Source: an optimization exercise on an open RTL-to-GDS flow (aim: small area, a short achievable clock period and few clock cycles). Production flows keep margins and buffers that such runs may drop. Only simulation tests tie the RTL to the original design; equivalence was not proved. Power figures rest on the tool's default switching activity, not on a simulated workload.

`flow/design.v`:
```
module adder(a, b, out);
input [8:0] a;
input [8:0] b;
output [8:0] out;
assign out = a + b;
endmodule
module cntr4(clk, rst, cnt, co);
input clk, rst;
output co;
output reg [1:0] cnt;
always@(posedge clk) begin
	if(rst) cnt <= 2'b0;
	else cnt <= cnt + 1;
end
assign co = &{cnt};
endmodule
module cntr13(clk, rst, cnt_en, cnt, co);
input clk, rst, cnt_en;
output co;
output reg [3:0] cnt;
always@(posedge clk) begin
	if(rst | cnt == 4'b1101) cnt <= 4'b0;
	else if(cnt_en) cnt <= cnt + 1;
end
assign co = (cnt == 4'b1101);
endmodule
module cntr16(clk, rst, cnt, co);
input clk, rst;
output co;
output reg [3:0] cnt;
always@(posedge clk) begin
	if(rst) cnt <= 4'b0;
	else cnt <= cnt + 1;
end
assign co = &{cnt};
endmodule
module buffer16(clk, rst, inp, addr, wen, out);
input clk, rst, wen;
input [31:0] inp;
input [6:0] addr;
output wire [0:127] out;
reg [0:127] buff;
always@(posedge clk) begin
	if(wen) buff[addr +: 32] <= inp;
end
assign out = buff[0:127];
endmodule
module buffer64(clk, rst, meminp, addr, wen, out);
input clk, rst, wen;
input [31:0] meminp;
input [8:0] addr;
output wire [31:0] out;
reg [0:511] buff;
always@(posedge clk) begin
	if(rst) buff <= 512'b0;
	else if(wen) buff[addr +: 32] <= meminp;
end
assign out = buff[addr +: 32];
endmodule
module MAC(rst, macrst, clk, buff16, filter, out);
input rst, macrst, clk;
input [127:0] buff16, filter;
output reg [7:0] out;
reg [3:0] cnt;
wire [15:0] mult16;
wire [11:0] sum_next;
reg [11:0] sum;
assign mult16 = buff16[8*cnt+:8]*filter[8*cnt+:8];
assign sum_next = sum + mult16[15:8];
always@(posedge clk) begin
	if(macrst | rst) cnt <= 0;
	else cnt <= cnt + 1;
end
always@(posedge clk) begin
	if(macrst | rst) sum <= 12'b0;
	else begin
		sum <= sum_next;
		out <= sum_next[11:4];
	end
end
endmodule
module datapath(clk, rst, mw_en, bw_en, w_en, fw_en, macrst, cntrst, cntrst2, cntrst3, cntrst4, 
		cnten3, cnten4, co, co2, co3, co4, sel, sel2, x, y, z, m_addr, m_out, macout);
input clk, rst, mw_en, bw_en, w_en, fw_en, macrst, cntrst, cntrst2, cntrst3, cntrst4, 
      cnten3, cnten4, sel;
input[1:0] sel2;
input [8:0] x, y, z;
output co, co2, co3, co4;
output [8:0] m_addr;
input [31:0] m_out;
output [7:0] macout;
wire [8:0] b64_addr;
wire [31:0] b64_out;
wire [6:0] b16_addr, fltr_addr;
wire[127:0] b16_out, fltr_out;
wire [3:0] cnt1, cnt4, cnt3;
wire [1:0] cnt2;
wire [8:0] adder_out1, adder_out2, adder_out3, adder_out4, adder_out5, adder_out6;
wire [8:0] mult13;
assign mult13 = cnt4 * 4'b1101;
assign m_addr = (sel2 == 2'b00) ? adder_out2 : (sel2 == 2'b01)? adder_out3 : adder_out5;
assign b64_addr = (sel == 0) ? {cnt1, 5'b0} : adder_out4;
assign fltr_addr = {cnt2, 5'b0};
assign b16_addr = {cnt2, 5'b0};
buffer64 Buffer64(clk, rst, m_out, b64_addr, bw_en, b64_out);
buffer16 Buffer16(clk, rst, b64_out, b16_addr, w_en, b16_out);
buffer16 Filter(clk, rst, m_out, fltr_addr, fw_en, fltr_out);
MAC mac(rst, macrst, clk, b16_out, fltr_out, macout);
cntr16 cntr1(clk, rst | cntrst, cnt1, co);
cntr4 cntr2(clk, rst | cntrst2, cnt2, co2);
cntr13 cntr3(clk, rst | cntrst3, cnten3, cnt3, co3);
cntr13 cntr4(clk, rst | cntrst4, cnten4, cnt4, co4);
adder Adder1({5'b0, cnt1}, {3'b0, cnt4, 2'b0}, adder_out1);
adder Adder2({adder_out1, 2'b0}, x, adder_out2);
adder Adder3({5'b0, cnt2, 2'b0}, y, adder_out3);
adder Adder4({2'b0, cnt3, 3'b0}, {cnt2, 7'b0}, adder_out4);
adder Adder5(adder_out6, z, adder_out5);
adder Adder6(mult13, {5'b0, cnt3}, adder_out6);
endmodule
module controller(clk, rst, start, co, co2, co3, co4, mw_en, bw_en, w_en, fw_en, macrst, 
		  cntrst, cntrst2, cntrst3, cntrst4, cnten3, cnten4, sel, sel2, conrst, done);
input clk, rst, start, co, co2, co3, co4;
output reg mw_en, bw_en, w_en, fw_en, macrst, cntrst, cntrst2, cntrst3, cntrst4, cnten3, cnten4, sel, 
       conrst, done;
output reg [1:0] sel2;
reg [3:0] ns, ps;
always@(posedge clk) begin
	if(rst) ps <= 4'b0;
	else ps <= ns;
end
always@(ps, start, co, co2, co3, co4) begin
	ns = 4'b0000;
	case(ps)
		4'b0000:  ns = start? 4'b0001: 4'b0000;
		4'b0001:  ns = start? 4'b0001: 4'b0010;
		4'b0010:  ns = co? 4'b0011: 4'b0010;
		4'b0011:  ns = co2? 4'b0100: 4'b0011;
		4'b0100:  ns = co2? 4'b0101: 4'b0100;
		4'b0101:  ns = co? 4'b0110: 4'b0101;
		4'b0110:  ns = 4'b0111;
		4'b0111:  ns = co3? 4'b1000: 4'b0100;
		4'b1000:  ns = 4'b1001;
		4'b1001:  ns = co4? 4'b1010: 4'b0010;
		4'b1010: ns = 4'b1010;
	endcase
end
always@(ps) begin
	{mw_en, bw_en, w_en, fw_en, macrst, cntrst, cntrst2, cntrst3, cntrst4, cnten3, cnten4, sel, 
        conrst, done, sel2} = 16'b0;
	case(ps)
		4'b0001: conrst = 1'b1;
		4'b0010: begin cntrst2 = 1'b1; bw_en = 1'b1; cntrst3 = 1'b1; end
		4'b0011: begin fw_en = 1'b1; sel2 = 2'b01; end
		4'b0100: begin sel = 1'b1; w_en = 1'b1; macrst = 1'b1; cntrst = 1'b1; end
		4'b0110: begin sel2 = 2'b10; mw_en = 1'b1; cnten3 = 1'b1; end
		4'b0111: cntrst2 = 1'b1;
		4'b1000: cnten4 = 1'b1;
		4'b1001: cntrst = 1'b1;
		4'b1010: done = 1'b1;
	endcase
end
endmodule
module top(clk, rst, start, x, y, z, mem_rdata, mem_addr, mem_wdata, mem_wen, done);
input clk, rst, start;
input [8:0] x, y, z;
input [31:0] mem_rdata;
output [8:0] mem_addr;
output [7:0] mem_wdata;
output mem_wen, done;
wire mw_en, bw_en, w_en, fw_en, macrst, cntrst, cntrst2, cntrst3, cntrst4, 
		cnten3, cnten4, co, co2, co3, co4, sel, conrst;
wire [1:0] sel2;
datapath Datapath(clk, rst | conrst, mw_en, bw_en, w_en, fw_en, macrst, cntrst, cntrst2, cntrst3, cntrst4, 
		cnten3, cnten4, co, co2, co3, co4, sel, sel2, x, y, z, mem_addr, mem_rdata, mem_wdata);
controller Controller(clk, rst, start, co, co2, co3, co4, mw_en, bw_en, w_en, fw_en, macrst, 
		  cntrst, cntrst2, cntrst3, cntrst4, cnten3, cnten4, sel, sel2, conrst, done);
assign mem_wen = mw_en;
endmodule
```
`flow/run.sh`:
```
#!/bin/bash
# synth_recipe.tcl (not shown) runs the flow's synth.tcl, then flattens the netlist and writes it again
# the make line also repeats each setting of config.mk as NAME=value (left out here)
make -C /OpenROAD-flow-scripts/flow DESIGN_CONFIG=/design/flow/config.mk WORK_HOME=/design/flow/orfs CLKGATE_MAP_FILE= SYNTH_SCRIPT=/design/flow/synth_recipe.tcl finish
```
`flow/config.mk`:
```
export PLATFORM = sky130hd
export DESIGN_NAME = top
export DESIGN_NICKNAME = top
export VERILOG_FILES = /design/flow/design.v
export SDC_FILE = /design/flow/constraint.sdc
export NUM_CORES = 4
export LEC_CHECK = 0
export CAP_MARGIN = 20
export CORE_MARGIN = 2
export CORE_UTILIZATION = 40
export SLEW_MARGIN = 20
```
`flow/constraint.sdc`:
```
create_clock -name core_clock -period 10.0 [get_ports {clk}]
set_input_delay 2.0000 -clock core_clock [delete_from_list [all_inputs] [get_ports {clk}]]
set_output_delay 2.0000 -clock core_clock [all_outputs]
set_load 0.01 [all_outputs]
```
==> results of run 1 <==
## sequential cells by signal, summed over array words and instances (netlist names), 8 cells and up
register                count
Datapath.mac.out            8
Datapath.Buffer64.buff    512
Datapath.Filter.buff      128
Datapath.mac.sum           12
Datapath.Buffer16.buff    128
## final cells by class
type,count,area [µm²],share of cell area (%)
sequential,819,19100,31.4
timing repair buffer,279,2440,4.02
clock inverter,51,592,0.977
clock buffer,131,2660,4.40
antenna,28,70.1,0.116
tap,1781,2230,3.68
multi-input combinational,4363,33100,54.7
inverter,106,408,0.673
## metrics by stage
stage	instances	power, W	worst slack (ns)
floorplan	5828	0.00532	1.20
CTS	7528	0.00973	1.89
finish	7558	0.00978	1.97
global route	7533	0.0101	1.34
detailed placement	7346	0.00610	1.93
global placement	7344	0.00607	1.93
## logic make-up (layout without fill, tap and decap cells)
group                    Yosys count  after routing  synth area share, %
other                              0             28                    0
buffers and inverters            646            567                 5.28
flip-flops                       819            819                 34.8
AO/OA/AOI/OAI                   1794           1794                 23.7
AND/OR/NAND/NOR                 1718           1718                 14.1
XOR/XNOR                          57             57                 1.06
adder cells (fa/ha/maj)          136            136                 3.72
multiplexers                     658            658                 17.4
## Yosys cell counts, drive strengths merged, types with 91 or more instances
library cell  count  area [µm²]
dfxtp           555       11100
mux4            233        5250
ha               91        1140
edfxtp          264        7930
nand3           132         686
o21ai           232        1160
clkbuf          298        1120
buf             242        1370
o2bb2ai         127        1110
nor2            576        2210
mux2i           403        4040
a22oi           341        2560
a22o            199        1740
and3            101         632
a21oi           301        1510
nand2           654        2460
inv             104         390
a211oi          100         751
## final timing paths
path,end,depth (start not counted),start
max,Datapath.mac.out[7],26,Datapath.mac.cnt[0]
min,Datapath.cntr2.cnt[0],1,Datapath.cntrst2
max reg2reg,Datapath.mac.out[7],26,Datapath.mac.cnt[0]
min reg2reg,Datapath.cntr2.cnt[0],1,Datapath.cntrst2
## report_power, final
group | internal, W | switching [W] | leakage, nW
Combinational | 0.000925 | 0.00157 | 11.6
Clock | 0.00207 | 0.00163 | 1.58
Sequential | 0.00353 | 0.0000527 | 6.87
Total | 0.00652 | 0.00326 | 20.1
## routing by layer
metal,track usage (%),wire length (µm),up-vias
li1,-,-,22000
met1,47.4,101000,26300
met2,51.8,110000,4424
met3,16.6,40400,1098
met4,27.6,23400,4
met5,0.446,103,-
## worst reg2reg max path, delay by kind of cell (launching register included)
kind / cells / cell delay [ns]
adder cells (fa/ha/maj): 6 / 2.20
AO/OA/AOI/OAI: 8 / 1.47
multiplexers: 2 / 1.18
AND/OR/NAND/NOR: 5 / 1.05
flip-flops: 1 / 0.90
buffers and inverters: 3 / 0.55
XOR/XNOR: 2 / 0.42
==> metrics.yaml, run 1 <==
route:
  route.detailed.drc: 0
  antenna_left: 0
  drt_wl_total_um: 275000
  vias: 53800
  viasPerCell: 7.12
  dr.pass1.iters: 12
  drtIter0Drc: 9629
  wl_per_cell_um: 36.4
logic_synthesis:
  ys_ff_latch: 819
  syn_nets: 6026
  synth_edf_count: 264
  synthCells: 5828
  avgSynthCellArea_um2: 9.40
  ys_warn_count: 8
  netlist_area_um2: 54800
  yosysUniqueCellTypes: 99
  async_flop_share_pct: 0
  yosysSeqAreaShare_pct: 34.8
  synthFlopType: "dfxtp_1"
sta:
  hold_viol_final: 0
  rsz0062_at_grt: "false"
  whs_ns: 0.420
  min_period_ns: 8.03
  slew_viol_final: 0
  period_share_pct: 80.3
  slew_headroom_pct: 8.70
  tightest_slew_ns: 1.37
  setup_violations: 0
  skew_ns: 0.0484
  setup_tns_ns: 0
  max_freq_mhz: 124
final_layout:
  final_util_pct: 44.7
  syn2layout_area_growth_pct: 10.7
  final_nets: 5863
  layout-drive-gt1-share_pct: 13.0
  nFillCells: 13000
  final_area_um2: 60600
  layout_commonest_cell: "nand2_1"
  most-common-layout-cells: "643 x nand2_1, 550 x dfxtp_1, 550 x nor2_1"
floorplan:
  die-width_um: 374
  io_pins: 81
  initial_core_util_pct: 40.4
  dieHeight_um: 374
  row_count: 135
  core-area_um2: 136000
  design.die.area_um2: 140000
grt:
  track_usage_pct: 38.0
  grt_max_degree: 135
  antenna_found_initial: 25
  grt_pass1_wl_um: 383000
  overflow: 0
  grt_pass1_vias: 49500
clock_network:
  clk_path_buf_depth: 3
  cts-root-buf: "clkbuf_16"
  cts_max_level: 3
  cts_tree: "done"
  cts_resized: 0
  clk-insertion-delay-late_ns: 0.78
  cts_buffers: 96
  clkTransAtPathRegs_ns: 0.06
  cts.sinks: 819
  cts_setup_buffers: 0
  cts_hold_buffers: 0
place:
  place_area_um2: 57200
  place_congestion: 1.06
  place_hpwl_um: 184000
  portBuffers: 80
worst_setup_path:
  cp.required_ns: 10.49
  r2r_slack_ns: 1.97
  max_stage_delay_ns: 0.90
  cp_top_family: "adder cells"
  crit_path_top_delay_cell: "dfxtp_4"
  crit_arrival_ns: 8.52
  crit_top_cell: "a21oi_1"
  path_max_fanout: 42
  cp.buffers_inverters: 3
  cp-end-kind: "flop"
  worstSetupPathType: "reg -> reg"
  worst_setup_path_start_kind: "flop"
flow_run:
  drv_cap: 0
worst_hold_path:
  min_path_type: "reg -> reg"
pwr:
  ir_worst_vdd_uv: 234
  leakage_nw: 20.1
  p_per_area_nw_per_um2: 161
run_status:
  status: "complete, no violations"
Testbench counts, summed over its fixed seeds: cycles 96,144.
==> run 2: changes to the inputs <==
==> flow/design.v (replaced) <==
module top(clk, rst, start, x, y, z, mem_rdata, mem_addr, mem_wdata, mem_wen, done);
input clk, rst, start;
input [8:0] x, y, z;
input [31:0] mem_rdata;
output reg [8:0] mem_addr;
output reg [7:0] mem_wdata;
output reg mem_wen;
output reg done;
reg running;
reg [4:0] s;         
reg [4:0] rho;       
reg [8:0] iaddr, faddr, waddr;
reg [7:0] wcnt;      
reg lastw;
wire s_end = (s == 5'd16);
wire ld_next  = running && ((s_end && rho <= 5'd14) ||
                ((s == 5'd3 || s == 5'd7 || s == 5'd11) && rho <= 5'd15));
wire ld_now   = running && rho <= 5'd15 && (s == 5'd0 || s == 5'd4 || s == 5'd8 || s == 5'd12);
wire fl_next  = running && rho == 5'd0 && (s == 5'd0 || s == 5'd1 || s == 5'd2 || s == 5'd4);
wire win_v = running && (((s >= 5'd5) && rho >= 5'd3 && rho <= 5'd15) ||
                         ((s == 5'd0) && rho >= 5'd4 && rho <= 5'd16));
reg [31:0] P;
reg [7:0] C [0:54];
integer n;
always @(posedge clk) begin
  P <= ld_now ? mem_rdata : {P[23:0], 8'h00};
  C[0] <= P[31:24];
  for (n = 1; n < 55; n = n + 1) C[n] <= C[n-1];
end
reg [31:0] F [0:3];
always @(posedge clk) begin
  if (running && rho == 5'd0 && s == 5'd1) F[0] <= mem_rdata;
  if (running && rho == 5'd0 && s == 5'd2) F[1] <= mem_rdata;
  if (running && rho == 5'd0 && s == 5'd3) F[2] <= mem_rdata;
  if (running && rho == 5'd0 && s == 5'd5) F[3] <= mem_rdata;
end
reg [7:0] pq [0:15];
reg v1;
integer i, j;
reg [15:0] pr;
always @(posedge clk) begin
  for (i = 0; i < 4; i = i + 1)
    for (j = 0; j < 4; j = j + 1) begin
      pr = C[(3-i)*17 + (3-j)] * F[i][(3-j)*8 +: 8];
      pq[i*4+j] <= pr[15:8];
    end
end
reg [11:0] sum;
always @(*) begin
  sum = 12'd0;
  for (i = 0; i < 16; i = i + 1) sum = sum + {4'd0, pq[i]};
end
reg [7:0] fq [0:3];
reg [1:0] wp, rp;
reg [2:0] cnt;
wire wr_next = running && !lastw && !ld_next && !fl_next && (cnt != 3'd0);
always @(posedge clk) begin
  if (v1) fq[wp] <= sum[11:4];
end
always @(posedge clk) begin
  if (rst) begin
    running <= 1'b0; done <= 1'b0; mem_wen <= 1'b0; v1 <= 1'b0;
    wp <= 2'd0; rp <= 2'd0; cnt <= 3'd0; lastw <= 1'b0;
    s <= 5'd0; rho <= 5'd0; wcnt <= 8'd0;
  end else begin
    v1 <= win_v;
    if (!running && !done && start) begin
      running <= 1'b1;
      s <= 5'd0; rho <= 5'd0;
      mem_addr <= x;
      iaddr <= x + 9'd4;
      faddr <= y;
      waddr <= z;
      wcnt <= 8'd0;
      mem_wen <= 1'b0;
    end else if (running) begin
      if (s_end) begin s <= 5'd0; rho <= rho + 5'd1; end
      else s <= s + 5'd1;
      mem_wen <= wr_next;
      if (ld_next) begin
        mem_addr <= iaddr; iaddr <= iaddr + 9'd4;
      end else if (fl_next) begin
        mem_addr <= faddr; faddr <= faddr + 9'd4;
      end else if (wr_next) begin
        mem_addr <= waddr; waddr <= waddr + 9'd1;
        mem_wdata <= fq[rp];
        rp <= rp + 2'd1;
        wcnt <= wcnt + 8'd1;
        if (wcnt == 8'd168) lastw <= 1'b1;
      end
      cnt <= cnt + {2'd0, v1} - {2'd0, wr_next};
      if (v1) wp <= wp + 2'd1;
      if (lastw) begin
        running <= 1'b0; done <= 1'b1;
      end
    end
  end
end
endmodule
==> run 2 against run 1 <==
- critical endpoint is now fq[1][7]
- clock skew down 0.0082 ns
- area after synthesis shrank 2.5%
- register-to-register slack better by 2.7 ns
- highest routed layer unchanged
- power up 120%
- sequential power rose by 44%
- largest power group is now combinational cells
- global-route usage is 19 points lower
- combinational power increased to 5.0 times the previous value
- worst setup slack gained 2.7 ns
- non-clock buffer count down 192
- clock power shrank 9.2%
==> metrics.yaml, run 2 <==
logic_synthesis:
  ys_ff_latch: 834  # +1.8%
  synth.area.mux_share_pct: 1.18  # -16 points
  syn_nets: 6123  # +1.6%
  synthFlopType: "dfxtp_1"
  ys_warn_count: 4  # -4
  synth_area_leaders: "fa_1 25%, dfxtp_1 24%, ha_1 13%"
  netlist_area_um2: 53400  # -2.5%
  synth_compound_area_share_pct: 3.32  # -20 points
  async_flop_share_pct: 0  # unchanged
  synthCells: 4828  # -17%
  synth_edf_count: 204  # -23%
  yosysUniqueCellTypes: 73  # -26%
  synthSimpleGateAreaFrac_pct: 13.0  # -1.0 points
  synthAdderAreaFrac_pct: 38.3  # +35 points
  synth.most_common_cell: "inv_1"
  yosys.area.top_type: "fa_1"
  avgSynthCellArea_um2: 11.1  # +18%
  synthTopCellsByCount: "885 x inv_1, 668 x fa_1, 630 x dfxtp_1, 565 x ha_1, 537 x and2_1"
  synth_top_family_by_area: "adder cells"
  synth_xor_area_share_pct: 2.54  # +1.5 points
  yosysSeqAreaShare_pct: 35.1  # +0.33 points
  synth_top_area_share_pct: 25.1  # +4.8 points
final_layout:
  regMostFlops: "C"
  final_nets: 6265  # +6.9%
  layout-drive-gt1-share_pct: 4.18  # -8.8 points
  multi_input_area_um2: 31200  # -5.9%
  final_util_pct: 44.7  # about the same
  layout_commonest_cell: "inv_1"
  final_area_um2: 59400  # -2.0%
  nFillCells: 12300  # -5.3%
  reg.largest.list: "C (440), F (128), pq (128)"
  syn2layout_area_growth_pct: 11.2
  largest_register_ffs: 440  # -14%
  final-seq-area_um2: 18700  # -1.6%
  most-common-layout-cells: "885 x inv_1, 668 x fa_1, 630 x dfxtp_1"
floorplan:
  design.die.area_um2: 136000  # -2.5%
  core-area_um2: 133000  # -2.0%
  initial_core_util_pct: 40.2  # -0.22 points
  dieHeight_um: 369  # -1.3%
  io_pins: 81  # unchanged
  row_count: 134  # -0.74%
  die-width_um: 369  # -1.3%
clock_network:
  clk-insertion-delay-late_ns: 0.70  # -0.08 ns
  cts_buffers: 89  # -7.3%
  cts_setup_buffers: 0  # unchanged
  cts.sinks: 834  # +1.8%
  cts_max_level: 3  # unchanged
  cts-root-buf: "clkbuf_16"
  clkTransAtPathRegs_ns: 0.06  # about the same
  cts_hold_buffers: 0  # unchanged
  clk_path_buf_depth: 3  # unchanged
  cts_resized: 0  # unchanged
  cts_tree: "done"
sta:
  min_period_ns: 5.34  # -2.69 ns
  max_freq_mhz: 187  # +50%
  hold_viol_final: 0  # unchanged
  period_share_pct: 53.4  # -27 points
  slew_viol_final: 0  # unchanged
  setup_tns_ns: 0  # unchanged
  slew_headroom_pct: 27.9  # +19 points
  skew_ns: 0.0402  # -0.00820 ns
  fin_ws_ns: 4.66  # +2.69 ns
  setup_violations: 0  # unchanged
  whs_ns: 0.298  # -0.122 ns
  tightest_slew_ns: 1.07  # -0.297 ns
  rsz0062_at_grt: "false"
route:
  drtIter0Drc: 1967  # -80%
  wl_per_cell_um: 18.1  # -50%
  dr.pass1.iters: 6  # -6
  route.detailed.drc: 0  # unchanged
  vias: 32500  # -40%
  drt_wl_total_um: 123000  # -55%
  viasPerCell: 4.76  # -33%
  antenna_left: 0  # unchanged
worst_setup_path:
  cp-end-kind: "flop"
  crit_top_cell: "fa_1"
  path_max_fanout: 4  # -90%
  crit_arrival_ns: 5.82  # -2.70 ns
  cp.buffers_inverters: 4  # +1
  crit_chain: "fa_1 > inv_1 > fa_1 > inv_1 > fa_1 > inv_1 > fa_1 > fa_1 > fa_1 > inv_1 > ha_1 > a211oi_1 > o21ai_0 > and3_1 > o31a_1 > nor2_1 > xnor2_1"
  cp.required_ns: 10.48  # about the same
  worst_setup_path_start_kind: "flop"
  worstSetupPathType: "reg -> reg"
  crit_path_top_delay_cell: "fa_1"
  max_stage_delay_ns: 0.55  # -0.35 ns
  cp_top_family: "adder cells"
pwr:
  p_seq_share_pct: 24.5  # -12 points
  clkPwrFrac_pct: 15.9  # -22 points
  p_sw_share_pct: 44.6  # +11 points
  combPwrFrac_pct: 59.6  # +34 points
  p_per_area_nw_per_um2: 356  # +120%
  leakage_nw: 28.0  # +39%
  p_switching_w: 0.00941  # +190%
  p_int_w: 0.0117  # +80%
  ir_worst_vdd_uv: 1980  # +750%
place:
  place_congestion: 0.857  # -19%
  place_ws_ns: 4.68  # +2.75 ns
  portBuffers: 80  # unchanged
  place_area_um2: 56300  # -1.6%
  place_hpwl_um: 96100  # -48%
grt:
  antenna_found_initial: 30  # +20%
  grt_pass1_vias: 34200  # -31%
  overflow: 0  # unchanged
  track_usage_pct: 18.6  # -19 points
  grt_max_degree: 42  # -69%
  grt_pass1_wl_um: 195000  # -49%
run_status:
  status: "complete, no violations"
worst_hold_path:
  min_path_type: "reg -> reg"
flow_run:
  drv_cap: 0  # unchanged
-- run 2: cell type report --
cell class	instances	share of cell area (%)
inverters	885	5.59
flip-flops and latches	834	31.6
diodes	13	0.0548
clock inverters	50	0.860
multi-input cells	3073	52.5
clock buffers	114	4.24
well taps	1768	3.73
repair buffers	87	1.44
-- run 2: worst paths after layout --
kind / from / endpoint / depth (start not counted) / slack (ns)
max: pq[12][4] / fq[1][7] / 17 / 4.66
min: C[21][3] / C[22][3] / 0 / 0.30
max reg2reg: pq[12][4] / fq[1][7] / 17 / 4.66
min reg2reg: C[21][3] / C[22][3] / 0 / 0.30
-- run 2: cell families (layout without fill, tap and decap cells) --
family / count (synthesis) / in the layout
mux: 50 / 50
xor+xnor: 155 / 155
buf+inv: 921 / 1136
fa+ha+maj: 1233 / 1233
simple gates: 1372 / 1372
flops: 834 / 834
other cells: 0 / 13
compound gates: 263 / 263
-- run 2: worst register-to-register path, cell delays in order (launching register included) --
cell and delay (ns):
dfxtp_1 0.32, fa_1 0.53, inv_1 0.05, fa_1 0.53, inv_1 0.06, fa_1 0.50, inv_1 0.05, fa_1 0.55
fa_1 0.44, fa_1 0.50, inv_1 0.04, ha_1 0.20, a211oi_1 0.31, o21ai_0 0.20, and3_1 0.25, o31a_1 0.26
nor2_1 0.12, xnor2_1 0.21
-- run 2: per-layer routing --
layer | wire [µm] | share of wire (%) | vias to the layer above | global-route usage (%)
met2 | 57000 | 46 | 629 | 30.0
met3 | 6830 | 5.5 | 174 | 3.89
met4 | 3590 | 2.9 | 10 | 6.33
met5 | 51 | 0.041 | - | 0
met1 | 55900 | 45 | 16300 | 24.9
li1 | - | - | 15400 | -
-- run 2: through the flow --
step	cells	total power (W)
finish	6824	0.0211
global route	6814	0.0231
CTS	6811	0.0213
detailed placement	6647	0.0178
global placement	6647	0.0176
floorplan	4828	0.0158
-- run 2: power by group through the flow --
stage               Clock, W  Sequential [W]  Combinational, W
finish               0.00336         0.00517            0.0126
global route         0.00359         0.00515            0.0143
CTS                  0.00346         0.00516            0.0127
floorplan                  0         0.00586           0.00999
global placement           0         0.00527            0.0124
detailed placement         0         0.00524            0.0125
Testbench counts of run 2, summed over its fixed seeds: cycles 6,696.

[separate check: timing with driven ports]
The flow's constraints put no driver on any port. The routed layouts listed below were extracted and timed again, unchanged, in two steps.
Step 1 (the two cells are an assumption about what drives the block):
set clk [get_ports {clk}]
set_driving_cell -lib_cell sky130_fd_sc_hd__clkbuf_16 $clk
set_driving_cell -lib_cell sky130_fd_sc_hd__buf_2 [delete_from_list [all_inputs] $clk]
Step 2 moves the port delays by t, midway between the first and last clock arrival at a register: inputs arrive t later, outputs are due t later. That takes back most of the time a late clock gives input paths.
Slacks: no drivers / after step 1 / after step 2; pairs: no drivers / after step 1.
| run | t (ns) | setup slack, ns | worst setup path after step 2 | clock arrival spread, ns | worst register clock-pin slew, ns |
|---|---|---|---|---|---|
| run 1 | 0.828 | 1.966 / 1.966 / 1.966 | register to register | 0.070 / 0.070 | 0.07 / 0.07 |
| run 2 | 0.758 | 4.656 / 4.656 / 4.656 | register to register | 0.043 / 0.043 | 0.08 / 0.08 |
After both steps setup and hold are still met in every run listed.
